This is an optimization exercise on Yosys and OpenROAD, whose aim is small area, a short achievable clock period and few clock cycles, not a production implementation.
The RTL was checked by simulation tests, not by an equivalence proof against the original design.

==> inputs of run R <==
==> flow/design.v <==
module FFT_TOP #(
    parameter N = 32,
    word_size = 16
) (
    input wire clk, reset, en,
    input wire input_valid, receiver_ready,
    input wire [word_size*2-1: 0] i_input_sample1, i_input_sample2,
    output wire output_valid,
    output wire [word_size*2-1: 0] o_output_sample1, o_output_sample2
);
localparam S_IN = 2'd0, S_COMP = 2'd1, S_OUT = 2'd2;
reg [1:0] state;
reg [3:0] in_cnt;
reg [6:0] q;             
reg [4:0] out_m;         
reg direct;              
reg [2:0] drain;
reg rr_r;
reg g_v, r_v, k_v, m_v;
reg g_sw, r_sw, k_sw, m_sw;
reg [3:0] g_i0, g_i1;
reg [3:0] r_w0, r_w1, k_w0, k_w1, m_w0, m_w1;
reg g_l4, r_l4, k_l4, m_l4;
reg [3:0] g_tw;
reg [3:0] g_p, r_p, k_p, m_p;
reg [31:0] bank0 [0:15];
reg [31:0] bank1 [0:15];
wire [2:0] s = q[6:4];
wire [3:0] p = q[3:0];
reg [4:0] a1, a2;
reg [3:0] tw_idx;
always @(*) begin
    case (s)
        3'd0: begin a1 = {p, 1'b0};               a2 = {p, 1'b1};               tw_idx = 4'd0; end
        3'd1: begin a1 = {p[2:0], 1'b0, p[3]};    a2 = {p[2:0], 1'b1, p[3]};    tw_idx = {p[3], 3'b0}; end
        3'd2: begin a1 = {p[1:0], 1'b0, p[3:2]};  a2 = {p[1:0], 1'b1, p[3:2]};  tw_idx = {p[3:2], 2'b0}; end
        3'd3: begin a1 = {p[0], 1'b0, p[3:1]};    a2 = {p[0], 1'b1, p[3:1]};    tw_idx = {p[3:1], 1'b0}; end
        default: begin a1 = {1'b0, p};            a2 = {1'b1, p};               tw_idx = p; end
    endcase
end
wire par1 = ^a1;
wire issuing = (state == S_COMP);
wire d_beat, m_beat;
reg [4:0] out_m_n;
always @(*) begin
    out_m_n = out_m;
    if (d_beat)
        out_m_n = (m_p == 4'd1) ? (rr_r ? 5'd1 : 5'd0) : (direct ? out_m + 5'd1 : out_m);
    if (m_beat)
        out_m_n = (out_m[3:0] == 4'd15) ? 5'd0 : out_m + 5'd1;
end
wire opar = ^out_m_n[3:0];
wire [3:0] oi0 = opar ? {out_m_n[2:0], 1'b1} : {out_m_n[2:0], 1'b0};
wire [3:0] oi1 = opar ? {out_m_n[2:0], 1'b0} : {out_m_n[2:0], 1'b1};
always @(posedge clk) begin
    g_i0 <= issuing ? (par1 ? a2[3:0] : a1[3:0]) : oi0;
    g_i1 <= issuing ? (par1 ? a1[3:0] : a2[3:0]) : oi1;
    g_sw <= issuing ? par1 : opar;
    g_tw <= tw_idx;
    g_p <= p;
    g_l4 <= (s == 3'd4);
    r_sw <= g_sw; r_w0 <= g_i0; r_w1 <= g_i1; r_l4 <= g_l4; r_p <= g_p;
    k_sw <= r_sw; k_w0 <= r_w0; k_w1 <= r_w1; k_l4 <= r_l4; k_p <= r_p;
    m_sw <= k_sw; m_w0 <= k_w0; m_w1 <= k_w1; m_l4 <= k_l4; m_p <= k_p;
end
reg [23:0] dr_c, di_c, dn_c;
always @(*) begin
    case (g_tw)
        4'd0: begin dr_c = 24'h400005; di_c = 24'h000000; dn_c = 24'h000000; end
        4'd1: begin dr_c = 24'h42ac71; di_c = 24'h195070; dn_c = 24'h0b1150; end
        4'd2: begin dr_c = 24'h556200; di_c = 24'ha45009; dn_c = 24'h34102d; end
        4'd3: begin dr_c = 24'h56e568; di_c = 24'ha31188; dn_c = 24'h2150a8; end
        4'd4: begin dr_c = 24'h2adc01; di_c = 24'hb89405; dn_c = 24'h2adc01; end
        4'd5: begin dr_c = 24'h2150a8; di_c = 24'hc4ac48; dn_c = 24'h56e568; end
        4'd6: begin dr_c = 24'h34102d; di_c = 24'hc72a00; dn_c = 24'h556200; end
        4'd7: begin dr_c = 24'h0b1030; di_c = 24'hc0e555; dn_c = 24'h42ac71; end
        4'd8: begin dr_c = 24'h000000; di_c = 24'hc00001; dn_c = 24'h400005; end
        4'd9: begin dr_c = 24'h195070; di_c = 24'hc0e555; dn_c = 24'h42ac71; end
        4'd10: begin dr_c = 24'ha45009; di_c = 24'hc72a00; dn_c = 24'h556200; end
        4'd11: begin dr_c = 24'ha31188; di_c = 24'hc4ac48; dn_c = 24'h56e568; end
        4'd12: begin dr_c = 24'hb89405; di_c = 24'hb89405; dn_c = 24'h2adc01; end
        4'd13: begin dr_c = 24'hc4ac48; di_c = 24'ha31188; dn_c = 24'h2150a8; end
        4'd14: begin dr_c = 24'hc72a00; di_c = 24'ha45009; dn_c = 24'h34102d; end
        default: begin dr_c = 24'hc0e555; di_c = 24'h195070; dn_c = 24'h0b1150; end
    endcase
end
wire [31:0] rdata0 = bank0[g_i0];
wire [31:0] rdata1 = bank1[g_i1];
wire [31:0] rA = g_sw ? rdata1 : rdata0;
wire [31:0] rB = g_sw ? rdata0 : rdata1;
reg [31:0] r_A, r_B;
reg [23:0] r_dr0, r_dr1, r_di, r_dn;
always @(posedge clk) begin
    r_A <= rA;
    r_B <= rB;
    r_dr0 <= dr_c;
    r_dr1 <= dr_c;
    r_di <= di_c;
    r_dn <= dn_c;
end
function [17:0] pprow;
    input [15:0] x;
    input [2:0] d;
    reg [16:0] m;
    begin
        m = d[0] ? {x[15], x} : (d[1] ? {x, 1'b0} : 17'd0);
        pprow = {~(m[16] ^ d[2]), m ^ {17{d[2]}}};
    end
endfunction
localparam [30:0] KROW = 31'h00004000 - 31'h55540000;
wire [15:0] Br = r_B[31:16], Bi = r_B[15:0];
wire [31*19-1:0] re_rows, im_rows;
genvar gi;
generate
    for (gi = 0; gi < 8; gi = gi + 1) begin : pp
        wire [2:0] cr0 = r_dr0[3*gi+2:3*gi];
        wire [2:0] cr1 = r_dr1[3*gi+2:3*gi];
        wire [2:0] ci = r_di[3*gi+2:3*gi];
        wire [2:0] cn = r_dn[3*gi+2:3*gi];                      
        wire [48:0] sr0 = {31'd0, pprow(Br, cr0)} << (2*gi);    
        wire [48:0] sr1 = {31'd0, pprow(Bi, cn)} << (2*gi);     
        wire [48:0] si0 = {31'd0, pprow(Bi, cr1)} << (2*gi);    
        wire [48:0] si1 = {31'd0, pprow(Br, ci)} << (2*gi);     
        assign re_rows[31*(2*gi)+30:31*(2*gi)] = sr0[30:0];
        assign re_rows[31*(2*gi+1)+30:31*(2*gi+1)] = sr1[30:0];
        assign im_rows[31*(2*gi)+30:31*(2*gi)] = si0[30:0];
        assign im_rows[31*(2*gi+1)+30:31*(2*gi+1)] = si1[30:0];
        assign re_rows[31*16+2*gi+1:31*16+2*gi] = {1'b0, cr0[2]};
        assign re_rows[31*17+2*gi+1:31*17+2*gi] = {1'b0, cn[2]};
        assign im_rows[31*16+2*gi+1:31*16+2*gi] = {1'b0, cr1[2]};
        assign im_rows[31*17+2*gi+1:31*17+2*gi] = {1'b0, ci[2]};
    end
endgenerate
assign re_rows[31*17-1:31*16+16] = 15'd0;
assign re_rows[31*18-1:31*17+16] = 15'd0;
assign im_rows[31*17-1:31*16+16] = 15'd0;
assign im_rows[31*18-1:31*17+16] = 15'd0;
assign re_rows[31*19-1:31*18] = KROW;
assign im_rows[31*19-1:31*18] = KROW;
wire [31*4-1:0] re_r4, im_r4;
csa_19to4 re_tree (.rows(re_rows), .o(re_r4));
csa_19to4 im_tree (.rows(im_rows), .o(im_r4));
reg [31*4-1:0] k_re, k_im;
reg [31:0] k_A;
always @(posedge clk) begin
    k_re <= re_r4;
    k_im <= im_r4;
    k_A <= r_A;
end
wire [30:0] re_s, re_c, im_s, im_c;
csa_4to2 re_tree2 (.rows(k_re), .s(re_s), .c(re_c));
csa_4to2 im_tree2 (.rows(k_im), .s(im_s), .c(im_c));
wire [30:0] Rs = re_s + re_c;
wire [30:0] Is = im_s + im_c;
reg [31:0] m_T, m_A;
always @(posedge clk) begin
    m_T <= {Rs[30:15], Is[30:15]};
    m_A <= k_A;
end
wire [15:0] Tr = m_T[31:16], Ti = m_T[15:0];
wire [15:0] Ar = m_A[31:16], Ai = m_A[15:0];
wire [31:0] out1 = {Ar + Tr, Ai + Ti};
wire [31:0] out2 = {Ar - Tr, Ai - Ti};
wire [3:0] in_a = {in_cnt[0], in_cnt[1], in_cnt[2], in_cnt[3]};
wire in_par = ^in_cnt;
reg we;
reg [3:0] widx0, widx1;
reg [31:0] wd0, wd1;
always @(*) begin
    if (state == S_IN) begin
        we = 1'b1;
        widx0 = in_a;
        widx1 = in_a;
        wd0 = in_par ? i_input_sample2 : i_input_sample1;
        wd1 = in_par ? i_input_sample1 : i_input_sample2;
    end else begin
        we = m_v;
        widx0 = m_w0;
        widx1 = m_w1;
        wd0 = m_sw ? out2 : out1;
        wd1 = m_sw ? out1 : out2;
    end
end
always @(posedge clk) begin
    if (we) begin
        bank0[widx0] <= wd0;
        bank1[widx1] <= wd1;
    end
end
reg [31:0] o1, o2, hold;
reg ov;
assign output_valid = ov;
assign o_output_sample1 = o1;
assign o_output_sample2 = o2;
assign d_beat = m_v && m_l4 && m_p[0];         
assign m_beat = (state == S_OUT) && (drain == 3'd0) && rr_r;
always @(posedge clk) begin
    hold <= out1;
    o1 <= d_beat ? hold : rA;
    o2 <= d_beat ? out1 : rB;
end
always @(posedge clk or posedge reset) begin
    if (reset) begin
        state <= S_IN;
        in_cnt <= 4'd0;
        q <= 7'd0;
        out_m <= 5'd0;
        direct <= 1'b0;
        drain <= 3'd0;
        rr_r <= 1'b0;
        g_v <= 1'b0; r_v <= 1'b0; k_v <= 1'b0; m_v <= 1'b0;
        ov <= 1'b0;
    end else begin
        rr_r <= receiver_ready;
        out_m <= out_m_n;
        g_v <= issuing;
        r_v <= g_v;
        k_v <= r_v;
        m_v <= k_v;
        ov <= 1'b0;
        case (state)
            S_IN: begin
                if (input_valid) begin
                    in_cnt <= in_cnt + 4'd1;
                    if (in_cnt == 4'd15) begin
                        state <= S_COMP;
                        q <= 7'd0;
                    end
                end
            end
            S_COMP: begin
                q <= q + 7'd1;
                if (q == 7'd79) begin
                    state <= S_OUT;
                    drain <= 3'd4;
                end
            end
            default: ;
        endcase
        if (d_beat) begin
            if (m_p == 4'd1) begin
                direct <= rr_r;
                ov <= rr_r;
            end else
                ov <= direct;
        end
        if (state == S_OUT) begin
            if (drain != 3'd0)
                drain <= drain - 3'd1;
            else if (rr_r) begin
                ov <= 1'b1;
                if (out_m[3:0] == 4'd15)
                    state <= S_IN;
            end
        end
    end
end
endmodule
module csa_19to4 (
    input wire [31*19-1:0] rows,
    output wire [31*4-1:0] o
);
function [61:0] csa;
    input [30:0] a, b, d;
    begin
        csa[30:0] = a ^ b ^ d;
        csa[61:31] = {(a[29:0] & b[29:0]) | (a[29:0] & d[29:0]) | (b[29:0] & d[29:0]), 1'b0};
    end
endfunction
wire [30:0] r [0:18];
genvar i;
generate
    for (i = 0; i < 19; i = i + 1) begin : split
        assign r[i] = rows[31*i+30:31*i];
    end
endgenerate
wire [61:0] l1_0 = csa(r[0], r[1], r[2]);
wire [61:0] l1_1 = csa(r[3], r[4], r[5]);
wire [61:0] l1_2 = csa(r[6], r[7], r[8]);
wire [61:0] l1_3 = csa(r[9], r[10], r[11]);
wire [61:0] l1_4 = csa(r[12], r[13], r[14]);
wire [61:0] l1_5 = csa(r[15], r[16], r[17]);
wire [61:0] l2_0 = csa(l1_0[30:0], l1_0[61:31], l1_1[30:0]);
wire [61:0] l2_1 = csa(l1_1[61:31], l1_2[30:0], l1_2[61:31]);
wire [61:0] l2_2 = csa(l1_3[30:0], l1_3[61:31], l1_4[30:0]);
wire [61:0] l2_3 = csa(l1_4[61:31], l1_5[30:0], l1_5[61:31]);
wire [61:0] l3_0 = csa(l2_0[30:0], l2_0[61:31], l2_1[30:0]);
wire [61:0] l3_1 = csa(l2_1[61:31], l2_2[30:0], l2_2[61:31]);
wire [61:0] l3_2 = csa(l2_3[30:0], l2_3[61:31], r[18]);
wire [61:0] l4_0 = csa(l3_0[30:0], l3_0[61:31], l3_1[30:0]);
wire [61:0] l4_1 = csa(l3_1[61:31], l3_2[30:0], l3_2[61:31]);
assign o = {l4_1, l4_0};
endmodule
module csa_4to2 (
    input wire [31*4-1:0] rows,
    output wire [30:0] s, c
);
function [61:0] csa;
    input [30:0] a, b, d;
    begin
        csa[30:0] = a ^ b ^ d;
        csa[61:31] = {(a[29:0] & b[29:0]) | (a[29:0] & d[29:0]) | (b[29:0] & d[29:0]), 1'b0};
    end
endfunction
wire [61:0] l5_0 = csa(rows[30:0], rows[61:31], rows[92:62]);
wire [61:0] l6_0 = csa(l5_0[30:0], l5_0[61:31], rows[123:93]);
assign s = l6_0[30:0];
assign c = l6_0[61:31];
endmodule
==> flow/flow/run.sh <==
#!/bin/bash
# The standard layout, with timing repair aimed at a 3.6 ns period: the clock
# stays at the design's period, repair_timing is only told to keep a 6.4 ns
# setup margin, without gate cloning (clones overloaded some nets).
# Every step's output goes to its own log here.
set -e
export SETUP_SLACK_MARGIN=6.4
export SKIP_GATE_CLONING=1
bash standard.sh > standard.log 2>&1
==> flow/standard.sh <==
#!/bin/bash
# synth_recipe.tcl (not shown) runs the flow's synth.tcl, then flattens the netlist and writes it again
# the make line also repeats each setting of config.mk as NAME=value (left out here)
make -C /OpenROAD-flow-scripts/flow DESIGN_CONFIG=/design/flow/config.mk WORK_HOME=/design/flow/orfs CLKGATE_MAP_FILE= SYNTH_SCRIPT=/design/flow/synth_recipe.tcl "${@:-finish}"
==> flow/config.mk <==
export PLATFORM = sky130hd
export DESIGN_NAME = FFT_TOP
export DESIGN_NICKNAME = FFT_TOP
export VERILOG_FILES = /design/flow/design.v
export SDC_FILE = /design/flow/constraint.sdc
export NUM_CORES = 4
export LEC_CHECK = 0
export CAP_MARGIN = 20
export CORE_MARGIN = 2
export CORE_UTILIZATION = 40
export SLEW_MARGIN = 20
==> flow/constraint.sdc <==
create_clock -name core_clock -period 10.0 [get_ports {clk}]
set_input_delay 2.0000 -clock core_clock [delete_from_list [all_inputs] [get_ports {clk}]]
set_output_delay 2.0000 -clock core_clock [all_outputs]
set_load 0.01 [all_outputs]
==> run D: changes against run R <==
--- a/flow/design.v
+++ b/flow/design.v
@@ -17,11 +17,11 @@
 reg [2:0] drain;
 reg rr_r;
-reg g_v, r_v, k_v, m_v;
-reg g_sw, r_sw, k_sw, m_sw;
+reg g_v, r_v, m_v;
+reg g_sw, r_sw, m_sw;
 reg [3:0] g_i0, g_i1;
-reg [3:0] r_w0, r_w1, k_w0, k_w1, m_w0, m_w1;
-reg g_l4, r_l4, k_l4, m_l4;
+reg [3:0] r_w0, r_w1, m_w0, m_w1;
+reg g_l4, r_l4, m_l4;
 reg [3:0] g_tw;
-reg [3:0] g_p, r_p, k_p, m_p;
+reg [3:0] g_p, r_p, m_p;
 reg [31:0] bank0 [0:15];
 reg [31:0] bank1 [0:15];
@@ -61,6 +61,5 @@
     g_l4 <= (s == 3'd4);
     r_sw <= g_sw; r_w0 <= g_i0; r_w1 <= g_i1; r_l4 <= g_l4; r_p <= g_p;
-    k_sw <= r_sw; k_w0 <= r_w0; k_w1 <= r_w1; k_l4 <= r_l4; k_p <= r_p;
-    m_sw <= k_sw; m_w0 <= k_w0; m_w1 <= k_w1; m_l4 <= k_l4; m_p <= k_p;
+    m_sw <= r_sw; m_w0 <= r_w0; m_w1 <= r_w1; m_l4 <= r_l4; m_p <= r_p;
 end
 reg [23:0] dr_c, di_c, dn_c;
@@ -138,28 +137,24 @@
 assign re_rows[31*19-1:31*18] = KROW;
 assign im_rows[31*19-1:31*18] = KROW;
-wire [31*4-1:0] re_r4, im_r4;
-csa_19to4 re_tree (.rows(re_rows), .o(re_r4));
-csa_19to4 im_tree (.rows(im_rows), .o(im_r4));
-reg [31*4-1:0] k_re, k_im;
-reg [31:0] k_A;
-always @(posedge clk) begin
-    k_re <= re_r4;
-    k_im <= im_r4;
-    k_A <= r_A;
-end
 wire [30:0] re_s, re_c, im_s, im_c;
-csa_4to2 re_tree2 (.rows(k_re), .s(re_s), .c(re_c));
-csa_4to2 im_tree2 (.rows(k_im), .s(im_s), .c(im_c));
-wire [30:0] Rs = re_s + re_c;
-wire [30:0] Is = im_s + im_c;
-reg [31:0] m_T, m_A;
-always @(posedge clk) begin
-    m_T <= {Rs[30:15], Is[30:15]};
-    m_A <= k_A;
-end
-wire [15:0] Tr = m_T[31:16], Ti = m_T[15:0];
-wire [15:0] Ar = m_A[31:16], Ai = m_A[15:0];
-wire [31:0] out1 = {Ar + Tr, Ai + Ti};
-wire [31:0] out2 = {Ar - Tr, Ai - Ti};
+csa_tree19 re_tree (.rows(re_rows), .s(re_s), .c(re_c));
+csa_tree19 im_tree (.rows(im_rows), .s(im_s), .c(im_c));
+reg [30:0] m_sR, m_cR, m_sI, m_cI;
+reg [31:0] m_A;
+always @(posedge clk) begin
+    m_sR <= re_s;
+    m_cR <= re_c;
+    m_sI <= im_s;
+    m_cI <= im_c;
+    m_A <= r_A;
+end
+wire [30:0] Ar15 = {m_A[31:16], 15'd0};
+wire [30:0] Ai15 = {m_A[15:0], 15'd0};
+wire [30:0] sum1r = Ar15 + m_sR + m_cR;
+wire [30:0] sum2r = Ar15 + ~m_sR + ~m_cR + 31'd32769;
+wire [30:0] sum1i = Ai15 + m_sI + m_cI;
+wire [30:0] sum2i = Ai15 + ~m_sI + ~m_cI + 31'd32769;
+wire [31:0] out1 = {sum1r[30:15], sum1i[30:15]};
+wire [31:0] out2 = {sum2r[30:15], sum2i[30:15]};
 wire [3:0] in_a = {in_cnt[0], in_cnt[1], in_cnt[2], in_cnt[3]};
 wire in_par = ^in_cnt;
@@ -209,5 +204,5 @@
         drain <= 3'd0;
         rr_r <= 1'b0;
-        g_v <= 1'b0; r_v <= 1'b0; k_v <= 1'b0; m_v <= 1'b0;
+        g_v <= 1'b0; r_v <= 1'b0; m_v <= 1'b0;
         ov <= 1'b0;
     end else begin
@@ -216,6 +211,5 @@
         g_v <= issuing;
         r_v <= g_v;
-        k_v <= r_v;
-        m_v <= k_v;
+        m_v <= r_v;
         ov <= 1'b0;
         case (state)
@@ -233,5 +227,5 @@
                 if (q == 7'd79) begin
                     state <= S_OUT;
-                    drain <= 3'd4;
+                    drain <= 3'd3;
                 end
             end
@@ -257,7 +251,7 @@
 end
 endmodule
-module csa_19to4 (
+module csa_tree19 (
     input wire [31*19-1:0] rows,
-    output wire [31*4-1:0] o
+    output wire [30:0] s, c
 );
 function [61:0] csa;
@@ -290,19 +284,6 @@
 wire [61:0] l4_0 = csa(l3_0[30:0], l3_0[61:31], l3_1[30:0]);
 wire [61:0] l4_1 = csa(l3_1[61:31], l3_2[30:0], l3_2[61:31]);
-assign o = {l4_1, l4_0};
-endmodule
-module csa_4to2 (
-    input wire [31*4-1:0] rows,
-    output wire [30:0] s, c
-);
-function [61:0] csa;
-    input [30:0] a, b, d;
-    begin
-        csa[30:0] = a ^ b ^ d;
-        csa[61:31] = {(a[29:0] & b[29:0]) | (a[29:0] & d[29:0]) | (b[29:0] & d[29:0]), 1'b0};
-    end
-endfunction
-wire [61:0] l5_0 = csa(rows[30:0], rows[61:31], rows[92:62]);
-wire [61:0] l6_0 = csa(l5_0[30:0], l5_0[61:31], rows[123:93]);
+wire [61:0] l5_0 = csa(l4_0[30:0], l4_0[61:31], l4_1[30:0]);
+wire [61:0] l6_0 = csa(l5_0[30:0], l5_0[61:31], l4_1[61:31]);
 assign s = l6_0[30:0];
 assign c = l6_0[61:31];
==> flow/flow/run.sh (replaced) <==
#!/bin/bash
# The standard layout, with timing repair aimed at a 4 ns period: the clock
# stays at the design's period, repair_timing is only told to keep a 6 ns
# setup margin. Every step's output goes to its own log here.
set -e
export SETUP_SLACK_MARGIN=6.0
bash standard.sh > standard.log 2>&1
==> comparison <==
Between run R and run D, the lower via count is in run R (gap 4.7%, measured against run D). Of run D and run R, run D has the higher non-clock buffer count (gap 182). Against run D, the core utilization of run R is lower by 2.6 points. Between run R and run D, the lower final area is in run R (gap 3.1%, measured against run D). Between run D and run R, the lower sequential cell count is in run D (gap 175).
Testbench counts of run R, summed over its fixed seeds: cycles 27,648.
Testbench counts of run D, summed over its fixed seeds: cycles 27,392.

==> what the ideal ports hide <==
No port has a modelled driver above. Below, the same layouts with a new extraction and two added sets of constraints.
Step 1 sets driving cells, clkbuf_16 on the clock port and buf_2 on the other inputs (assumed; they add their load-dependent delay and slew).
Step 2, shift: input delay + t, output delay - t, t = (earliest + latest rising clock arrival at the registers) / 2. This alone moves slack from input paths to output paths.
Slacks: no drivers / after step 1 / after step 2; pairs: no drivers / after step 1.
run | t, ns | setup WS [ns] | worst register clock-pin slew, ns
run R | 0.892 | 6.310 / 6.310 / 6.006 | 0.07 / 0.07
run D | 0.889 | 5.498 / 5.498 / 5.498 | 0.07 / 0.07
After both steps setup and hold are still met in every run listed. For run R, which loses most, drivers alone change the setup slack by 0.000 ns; drivers and shift together by -0.304 ns.
